Source: an optimization exercise on an open RTL-to-GDS flow (aim: small area, a short achievable clock period and few clock cycles per item). Production flows keep margins and buffers that such runs may drop. Function was not checked in any run shown here: the RTL went through the layout flow alone. Power and IR drop assume default switching activity.

==> flow/design.v (outline; a module is shown in full before it is edited, if it fits) <==
// module fpm: 1405 lines
// module fpm_fa: 4 lines
module fpm(
  input clk,
  input rst,
  input [31:0] number_in,
  input number_a_valid,
  output number_a_ready,
  input number_b_valid,
  output number_b_ready,
  output [31:0] number_out,
  output result_valid
);
  // ...
==> flow/flow/run.sh <==
#!/bin/bash
set -euo pipefail
bash standard.sh SETUP_SLACK_MARGIN=5.5 BUFFER_PORTS_ARGS=-buffer_cell\ sky130_fd_sc_hd__buf_1 CTS_ARGS=-sink_clustering_enable\ -repair_clock_nets\ -dont_use_dummy_load\ -buf_list\ sky130_fd_sc_hd__clkbuf_16\ -sink_clustering_size\ 30\ -sink_clustering_max_diameter\ 70 finish > standard.log 2>&1
==> flow/standard.sh <==
#!/bin/bash
# synth_recipe.tcl (not shown) runs the flow's synth.tcl, then flattens the netlist and writes it again
# the make line also repeats each setting of config.mk as NAME=value (left out here)
make -C /OpenROAD-flow-scripts/flow DESIGN_CONFIG=/design/flow/config.mk WORK_HOME=/design/flow/orfs CLKGATE_MAP_FILE= SYNTH_SCRIPT=/design/flow/synth_recipe.tcl "${@:-finish}"
==> flow/config.mk <==
export PLATFORM = sky130hd
export DESIGN_NAME = fpm
export DESIGN_NICKNAME = fpm
export VERILOG_FILES = /design/flow/design.v
export SDC_FILE = /design/flow/constraint.sdc
export NUM_CORES = 4
export LEC_CHECK = 0
export CAP_MARGIN = 20
export CORE_MARGIN = 2
export CORE_UTILIZATION = 40
export SETUP_SLACK_MARGIN = 5
export SLEW_MARGIN = 20
export SYNTH_HIERARCHICAL = 1
==> flow/constraint.sdc <==
create_clock -name core_clock -period 9.0 [get_ports {clk}]
set_input_delay 1.8000 -clock core_clock [delete_from_list [all_inputs] [get_ports {clk}]]
set_output_delay 1.8000 -clock core_clock [all_outputs]
set_load 0.01 [all_outputs]
==> out/results.md, run 1 <==
| Step | Quantity | This run |
|:---|:---|:---|
| synth | Fraction of the mapped netlist area in compound gates | 0.0702 |
| place | Dpl cell area | 19900 µm² |
| pwr | Clock network power share | 0.097 |
| grt | Busiest metal layer after global routing | met2 |
| floorplanning | Effective utilization at floorplan | 0.407 |
| min path | Worst hold endpoint | out[31] |
| grt | Initial antenna violation count | 0 |
| setup path | CP max stage delay | 460 ps |
| grt | GR Layer Usage met3 | 0.0473 |
| place | Total instance count after detailed placement | 2432 |
| sta | Fin crit period | 3550 ps |
| floorplanning | Chip Height | 222 µm |
| synth | Main area contributors after synthesis | sky130_fd_sc_hd__fa_1 (31%), sky130_fd_sc_hd__dfxtp_1 (18%), sky130_fd_sc_hd__edfxtp_1 (12%) |
| place | Worst slack, placed | 4950 ps |
| floorplanning | Total I/O pin count | 71 |
| sta | Crit share post-route | 0.395 |
| clock network | Clock latency on the worst-skew pair | 560 ps |
| final layout | Final std cell area, no fill | 21800 µm² |
| routing | Vias after detailed routing | 13800 |
| clock network | Hold-fix buffer count after cts | 0 |
| floorplanning | Die width | 222 µm |
| synth | Synth warn | 7 |
| routing | Routed length on met2 | 24500 µm |
| clock network | Clock tree from TritonCTS | yes |
| pwr | Combinational share of power | 0.679 |
| setup path | Data required time at the worst endpoint | 9300 ps |
| clock network | Number of buffers inserted during clock tree synthesis | 23 |
| setup path | Worst-case reg-to-reg path depth | 15 |
| setup path | Cell family with most CP delay | adder cells |
| final layout | Count of filler cells inserted in the layout | 4303 |
| final layout | Clk cell area share | 0.0264 |
| setup path | Worst path cell trace | nor4_4, nand2_1, nand2b_1, ha_2, fa_1, ha_1, a21o_1, a21oi_2, o21bai_1, a21oi_2, nor2b_2, o21ai_1, nand2b_1, fa_2, xor2_1 |
| synth | Simple-gate area share of the yosys netlist | 0.157 |
| pwr | Power Internal | 4.94 mW |
| final layout | Number of signal-net inverters in the final layout | 79 |
| setup path | Reg2Reg Launch Point | rb[23] |
| sta | RSZ-0062 raised after global routing | true |
| pwr | Largest power group | combinational logic |
| flow run | Count of max-cap constraint violations | 0 |
| synth | Syn Inst Count | 1817 |
| final layout | Dominant kind of cell by area | multi-input gates |
| clock network | Post-CTS Setup Repair Bufs | 88 |
| pwr | Maximum resistive drop on vdd | 231 µV |
| outcome | Outcome | timing/DRC/antenna clean |
==> inputs of run 2 (changes only) <==
--- a/flow/design.v
+++ b/flow/design.v
@@ -6,17 +6,17 @@
   input number_a_valid,
   output number_a_ready,
   input number_b_valid,
   output number_b_ready,
   output [31:0] number_out,
   output result_valid
 );
   reg phase;             
-  reg nrm_b;             
+  reg nrm_a, nrm_b;      
   reg vx, vy, vz, vw;    
   reg slow;              
   reg rv;
   reg ar_q, br_q;        
   reg [31:0] ra, rb;
   reg        hb;         
   reg [4:0]  k;          
   reg [12:0] mm;         
@@ -48,26 +48,25 @@
   wire [7:0] ein = number_in[30:23];
   wire in_f0 = ~|number_in[22:0];
   wire in_sub = ~|ein & ~in_f0;
   wire in_spec = (~|ein & in_f0) | &ein;
   wire a_sub = ~ha & ~fa0;
   wire a_spec = a_zero | a_max;
   wire go_a = a_sub & ~in_sub & ~in_spec;
   wire go_b = in_sub & ~a_sub & ~a_spec;
-  wire normalising = nrm_b;
+  wire normalising = nrm_a | nrm_b;
   wire vx_next;
   wire a_fire = number_a_valid & ar_q;
   wire b_fire = number_b_valid & br_q;
-  wire swap = b_fire & a_sub;
   assign number_a_ready = ar_q;
   assign number_b_ready = br_q;
   assign result_valid = rv;
   assign number_out = out;
-  assign vx_next = rst & ((b_fire & ~go_a & ~go_b) | (nrm_b & rb[22]));
+  assign vx_next = rst & ((b_fire & ~go_a & ~go_b) | (nrm_a & ra[22]) | (nrm_b & rb[22]));
   wire [23:0] acc_s = ~tsn[36:13] & {24{~vx}};
   wire [23:0] acc_c = ~tcn[36:13] & {24{~vx}};
   wire [36:0] tree_sn, tree_cn;
   wire t1 = ~(mb[0] & mm[0]);
   wire t2 = ~(acc_s[0]);
   wire t3 = ~(acc_c[0]);
   wire t4 = ~(mb[1] & mm[0]);
   wire t5 = ~(mb[0] & mm[1]);
@@ -1312,42 +1311,43 @@
   wire        mant_co = inc & mant_ones[22];
   wire [9:0]  fe_r = mant_co ? (sig[25] ? e_inc : 10'd1) : fe;
   wire        ovf  = fe_r[9] | fe_r[8] | &fe_r[7:0];
   wire [31:0] res_w = s2_nan  ? {s2_s, 31'h7fc00000} :
                       s2_zero ? {s2_s, 31'd0} :
                       (s2_inf | ovf) ? {s2_s, 8'hff, 23'd0} :
                       {s2_s, fe_r[7:0], mant_r};
   wire phase_n = a_fire | (phase & ~b_fire);
-  wire nrm_b_n = b_fire ? (go_a | go_b) : (nrm_b & ~rb[22]);
+  wire nrm_a_n = b_fire ? go_a : (nrm_a & ~ra[22]);
+  wire nrm_b_n = b_fire ? go_b : (nrm_b & ~rb[22]);
   wire [7:0] ea1 = ea | {7'd0, ~ha};
   wire [7:0] eb1 = eb | {7'd0, ~hb_e};
   wire [7:0] es_c;
   assign es_c[0] = 1'b0;
   generate
     for (gl = 0; gl < 7; gl = gl + 1) begin : g_es
       assign es_c[gl+1] = (ea1[gl] & eb1[gl]) | ((ea1[gl] | eb1[gl]) & es_c[gl]);
     end
   endgenerate
   wire slow_set = vx & ((k != 5'd0) | (~ea1[7] & ~eb1[7] & ~es_c[7]));
   wire slow_n = slow_set | (slow & ~(vw & ~busy & ~vx & ~vy & ~vz & ~normalising));
   always @(posedge clk) begin
-    if (ar_q | swap)
+    if (ar_q)
       ra <= number_in;
-    if (swap)
-      rb <= ra;
-    else if (phase)
+    else if (nrm_a) begin
+      ra[22:0] <= {ra[21:0], 1'b0};
+      if (ra[22]) ra[30:23] <= 8'd1;
+    end
+    if (phase)
       rb <= number_in;
     else if (nrm_b) begin
       rb[22:0] <= {rb[21:0], 1'b0};
       if (rb[22]) rb[30:23] <= 8'd1;
     end
-    if (swap)
-      hb <= 1'b0;
-    else if (phase)
+    if (phase)
       hb <= |ein;
     else if (nrm_b & rb[22])
       hb <= 1'b1;
     if (phase)
       k <= 5'd0;
     else if (normalising)
       k <= {k[4] ^ &k[3:0], k[3] ^ &k[2:0], k[2] ^ &k[1:0], k[1] ^ k[0], ~k[0]};
     if (vx) begin
@@ -1358,16 +1358,18 @@
       s1_zero <= x_zero;
     end
     tsn <= tree_sn;
     tcn <= tree_cn;
     c13 <= lo_c[13];
     stlo <= lo_nz;
     if (vx)
       mm <= {2'b00, ma[23:13]};
+    else if (nrm_a)
+      mm <= {ra[11:0], 1'b0};
     else
       mm <= ra[12:0];
     if (!busy) begin
       sig <= sig_z;
       e <= e_z;
       le0 <= le0_z;
       s2_s <= s1_s;
     end else begin
@@ -1376,35 +1378,37 @@
       le0 <= e[9];
     end
     s2_nan <= s1_nan & ~busy;
     s2_inf <= s1_inf & ~busy;
     s2_zero <= s1_zero & ~busy;
     out <= res_w;
     if (rst == 0) begin
       phase <= 1'b0;
+      nrm_a <= 1'b0;
       nrm_b <= 1'b0;
       vx <= 1'b0;
       vy <= 1'b0;
       vz <= 1'b0;
       vw <= 1'b0;
       slow <= 1'b0;
       rv <= 1'b0;
       ar_q <= 1'b1;      
       br_q <= 1'b0;
     end else begin
       phase <= phase_n;
+      nrm_a <= nrm_a_n;
       nrm_b <= nrm_b_n;
       vx <= vx_next;
       vy <= vx;
       vz <= vy;
       vw <= vz | busy;
       rv <= vw & ~busy;
       slow <= slow_n;
-      ar_q <= ~phase_n & ~nrm_b_n;
+      ar_q <= ~phase_n & ~nrm_a_n & ~nrm_b_n;
       br_q <= phase_n & ~slow_n;
     end
   end
 endmodule
 module fpm_fa(input a, input b, input c, output s, output co);
   assign s = a ^ b ^ c;
   assign co = (a & b) | (a & c) | (b & c);
 endmodule
==> run 2 against run 1 <==
  * Still clean on timing, DRC and antenna
  * Maximum frequency increased by 1.7%
  * Critical path depth unchanged
  * Clock power decreased by 8.5%
  * Register-to-register slack improved by 60 ps
  * Setup slack improved by 58 ps
  * Hold slack improved by 12 ps
  * Sequential power about the same
  * Via count decreased by 0.82%
  * Largest power group unchanged
==> out/results.md, run 2 <==
| Step | Quantity | This run | Change |
|:---|:---|:---|:---|
| floorplanning | Floorplan row count | 80 |  |
| clock network | Clock tree buffer depth | 3 |  |
| place | Sum of net half-perimeters after detailed placement | 36000 µm |  |
| clock network | Root Driver | sky130_fd_sc_hd__clkbuf_16 |  |
| final layout | Fin cells | 2522 |  |
| floorplanning | Chip Height | 223 µm | +0.21% |
| sta | Max Clock Freq | 286 MHz |  |
| setup path | Slowest cell on crit path | sky130_fd_sc_hd__edfxtp_1 |  |
| synth | Mean area per synthesized cell | 10.6 µm² |  |
| sta | Number of hold-slack violations in the final timing report | 0 |  |
| floorplanning | Total I/O pin count | 71 | unchanged |
| final layout | Register Area | 5910 µm² |  |
| grt | GRT Util Overall | 0.208 |  |
| final layout | NumNets Final | 2318 |  |
| final layout | Final std cell area, no fill | 21500 µm² | -1.4% |
| synth | Syn Inst Count | 1797 | -1.1% |
| clock network | Hold-fix buffer count after cts | 0 | unchanged |
| clock network | Clock tree from TritonCTS | yes |  |
| grt | Initial antenna violation count | 0 | unchanged |
| sta | Crit share post-route | 0.388 | -0.00647 |
| sta | Total negative slack for setup checks | 0 ps |  |
| flow run | Count of max-cap constraint violations | 0 | unchanged |
| synth | Main area contributors after synthesis | sky130_fd_sc_hd__fa_1 (31%), sky130_fd_sc_hd__dfxtp_1 (18%), sky130_fd_sc_hd__edfxtp_1 (13%) |  |
| sta | Final setup violating endpoints | 0 |  |
| place | GPL Wtd Cong | 0.877 |  |
| final layout | Count of filler cells inserted in the layout | 4493 | +4.4% |
| place | # port buffers | 70 |  |
| grt | Via count of the first global-routing pass | 14600 |  |
| pwr | Maximum resistive drop on vdd | 206 µV | -11% |
| routing | Vias after detailed routing | 13700 | -0.82% |
| final layout | Fraction of final layout cells sized beyond drive strength 1 | 0.118 |  |
| grt | Largest net degree at the start of global routing | 66 |  |
| place | Dpl cell area | 20000 µm² | +0.35% |
| synth | Commonest cells in the synthesized netlist | sky130_fd_sc_hd__nand2_1 (355), sky130_fd_sc_hd__fa_1 (293), sky130_fd_sc_hd__dfxtp_1 (175) |  |
| final layout | Diode count | 0 |  |
| place | Total instance count after detailed placement | 2419 | -0.53% |
| setup path | Worst Path Max Fanout | 3 |  |
| routing | Iteration-0 DRC count of the detailed router | 956 |  |
| clock network | Sink count of the clock tree | 255 |  |
| setup path | Worst-case reg-to-reg path depth | 15 | unchanged |
| sta | Final worst hold slack | 349 ps |  |
| pwr | Leakage power of the design | 8.19 nW |  |
| sta | RSZ-0062 raised after global routing | true |  |
| setup path | CP startpoint kind | flip-flop |  |
| routing | Final Routed Wirelength | 51500 µm |  |
| synth | Sequential cell area fraction in the yosys report | 0.309 |  |
| synth | Synth warn | 7 | unchanged |
| final layout | Post-layout utilization of the core | 0.453 |  |
| setup path | Worst path bufs/invs | 0 |  |
| floorplanning | Area enclosed by the die boundary | 49500 µm² |  |
| synth | Yosys top cell area share | 0.307 |  |
| setup path | Type of the setup path with the least slack | flip-flop to flip-flop |  |
| final layout | Footprint of the multi-input gates | 12700 µm² |  |
| min path | Cell depth of the worst hold path | 0 |  |
| setup path | Arrival @ worst endpoint | 3800 ps |  |
| routing | Residual antenna-violating net count after detailed routing | 0 |  |
| setup path | Type of destination of the critical path | flip-flop |  |
| sta | Minimum setup slack in the final design | 5500 ps |  |
| floorplanning | Die width | 223 µm | +0.21% |
| synth | Dominant cell by count in the synthesized netlist | sky130_fd_sc_hd__nand2_1 |  |
| clock network | Number of buffers inserted during clock tree synthesis | 20 | -13% |
| sta | Worst Max-Slew Pin Slew | 1030 ps |  |
| sta | Slew Viols, Final | 0 |  |
| clock network | Clock latency on the worst-skew pair | 550 ps | about the same |
| min path | Path type of the worst min-delay path | flip-flop to flip-flop |  |
| routing | First-pass iteration count of the detailed router | 5 |  |
| synth | Count of flip-flops with a built-in enable after synthesis | 80 |  |
| pwr | Post-layout total power | 9.02 mW |  |
| grt | Global-route wire length before repair | 80100 µm |  |
| pwr | Power density over the cells | 420 nW/µm² |  |
| sta | Setup clock skew after layout | 65.8 ps |  |
| final layout | Layout overhead on the synthesized area | 12.4% |  |
| synth | Yosys reg bits | 255 |  |
| floorplanning | Placeable core region | 47400 µm² |  |
| sta | Fin crit period | 3500 ps | -58.2 ps |
| setup path | CP max stage delay | 440 ps | -20 ps |
| routing | Routed vias/inst | 5.41 |  |
| setup path | Data required time at the worst endpoint | 9310 ps | about the same |
| synth | Primary FF master, synth | sky130_fd_sc_hd__dfxtp_1 |  |
| place | Worst slack, placed | 5150 ps | +197 ps |
| clock network | Depth of the CTS H-tree | 1 |  |
| setup path | Depth of the critical timing path with buffers and inverters included | 15 |  |
| clock network | Post-CTS clock slew at the launch and capture registers of the worst setup and hold paths | 80 ps |  |
| final layout | Most common library cell in the layout ignoring fill and taps | sky130_fd_sc_hd__nand2_1 |  |
| final layout | Registers with the most flip-flops | tcn: 36 flops, tsn: 36 flops |  |
| outcome | Outcome | timing/DRC/antenna clean |  |
| setup path | Worst path cell trace | nor4_2, nand2_1, nand2b_1, ha_2, fa_1, ha_1, a21o_1, a21oi_2, o21bai_1, a21oi_2, nor2b_1, o21ai_1, nand2b_1, fa_2, xor2_1 |  |
| routing | WL per Instance | 20.4 µm |  |
| final layout | Commonest non-fill, non-tap cells in the layout | sky130_fd_sc_hd__nand2_1 (354), sky130_fd_sc_hd__fa_1 (291), sky130_fd_sc_hd__dfxtp_1 (174) |  |
| synth | Netlist area before placement | 19100 µm² |  |
| grt | Final global-route overflow total | 0 |  |
| setup path | Cell family with most CP delay | adder cells |  |
| synth | Share of flip-flops with an asynchronous set or reset | 0 |  |
| sta | Slew HR | 0.314 |  |
| synth | Cell taking the most area after synthesis | sky130_fd_sc_hd__fa_1 |  |
| floorplanning | Effective utilization at floorplan | 0.403 | -0.00419 |
| routing | Remaining DRCs | 0 |  |
| synth | Number of unique standard cell types used by synthesis | 71 |  |
==> run 2: repair_timing <==
item	CTS	global route
setup buffers	68	14
cloned	1	0
setup endpoints to repair	61	73
resized for setup	5	33
pin swaps	1	12
==> run 2: area by class of cell <==
class | count | share of cell area
repair buffers | 168 | 0.0622
clock buffers | 20 | 0.0233
multi-input cells | 1391 | 0.591
well taps | 615 | 0.0358
inverters | 73 | 0.0131
flip-flops and latches | 255 | 0.275
==> run 2: path summary, 6_finish.rpt <==
check                             from  endpoint  slack, ps
worst min register to register    s2_s   out[31]        350
worst min-delay path              s2_s   out[31]        350
worst max register to register  ra[30]   s1_e[8]       5500
worst max-delay path            ra[30]   s1_e[8]       5500
==> run 2: report_power, final <==
part	leakage (nW)	total (mW)	internal, mW	switching, mW
Sequential	2.23	2.01	1.69	0.323
Clock	0.246	0.789	0.392	0.397
Combinational	5.71	6.22	2.82	3.40
Total	8.19	9.02	4.90	4.12
==> run 2: per-layer routing <==
metal,vias to the layer above,global-route usage,share of wire
met3,116,0.0438,0.078
met5,-,0,0
met1,6881,0.276,0.42
li1,6146,-,-
met4,0,0.0567,0.029
met2,513,0.345,0.47
==> run 2: modules after synthesis, one instance, submodules excluded <==
module / area (µm²) / times used / cells inside
fpm_fa: 20.0 / 275 / 1
fpm: 13600 / 1 / 1522
==> run 2: kinds of logic (layout without fill, tap and decap cells) <==
kind of cell,count (synthesis),count (layout),share of synthesized area
AO/OA/AOI/OAI,201,201,0.0668
XOR/XNOR,79,79,0.0362
adder cells (fa/ha/maj),373,373,0.359
buffers and inverters,163,261,0.0329
flip-flops,255,255,0.309
multiplexers,71,71,0.0405
other,1,12,0.000196
AND/OR/NAND/NOR,654,655,0.155

-- afterwards: timing with drivers on the ports --
Ports are ideal in the flow. The routed layouts listed here were re-timed in OpenROAD.
Step 1 assumes that a clkbuf_16 drives the clock port and a buf_2 every other input.
Step 2 times the ports against the registers' clock, not the clock port: input delays grow and output delays shrink by t, the midpoint of the rising clock arrivals with the driver on.
Three values: ideal ports, drivers, drivers and shift; two values: the first two.
run | shift t [ns] | slack for setup (ns) | worst hold slack (ns) | worst setup path after step 2 | worst register clock-pin slew, ns
run 1 | 0.590 | 5.446 / 5.446 / 5.232 | 0.337 / 0.337 / 0.337 | input to register | 0.09 / 0.09
run 2 | 0.573 | 5.505 / 5.505 / 5.475 | 0.349 / 0.349 / 0.349 | input to register | 0.11 / 0.11
After both steps every run listed still meets setup and hold. For run 1, which loses most, drivers alone change the setup slack by 0.000 ns; drivers and shift together by -0.214 ns.
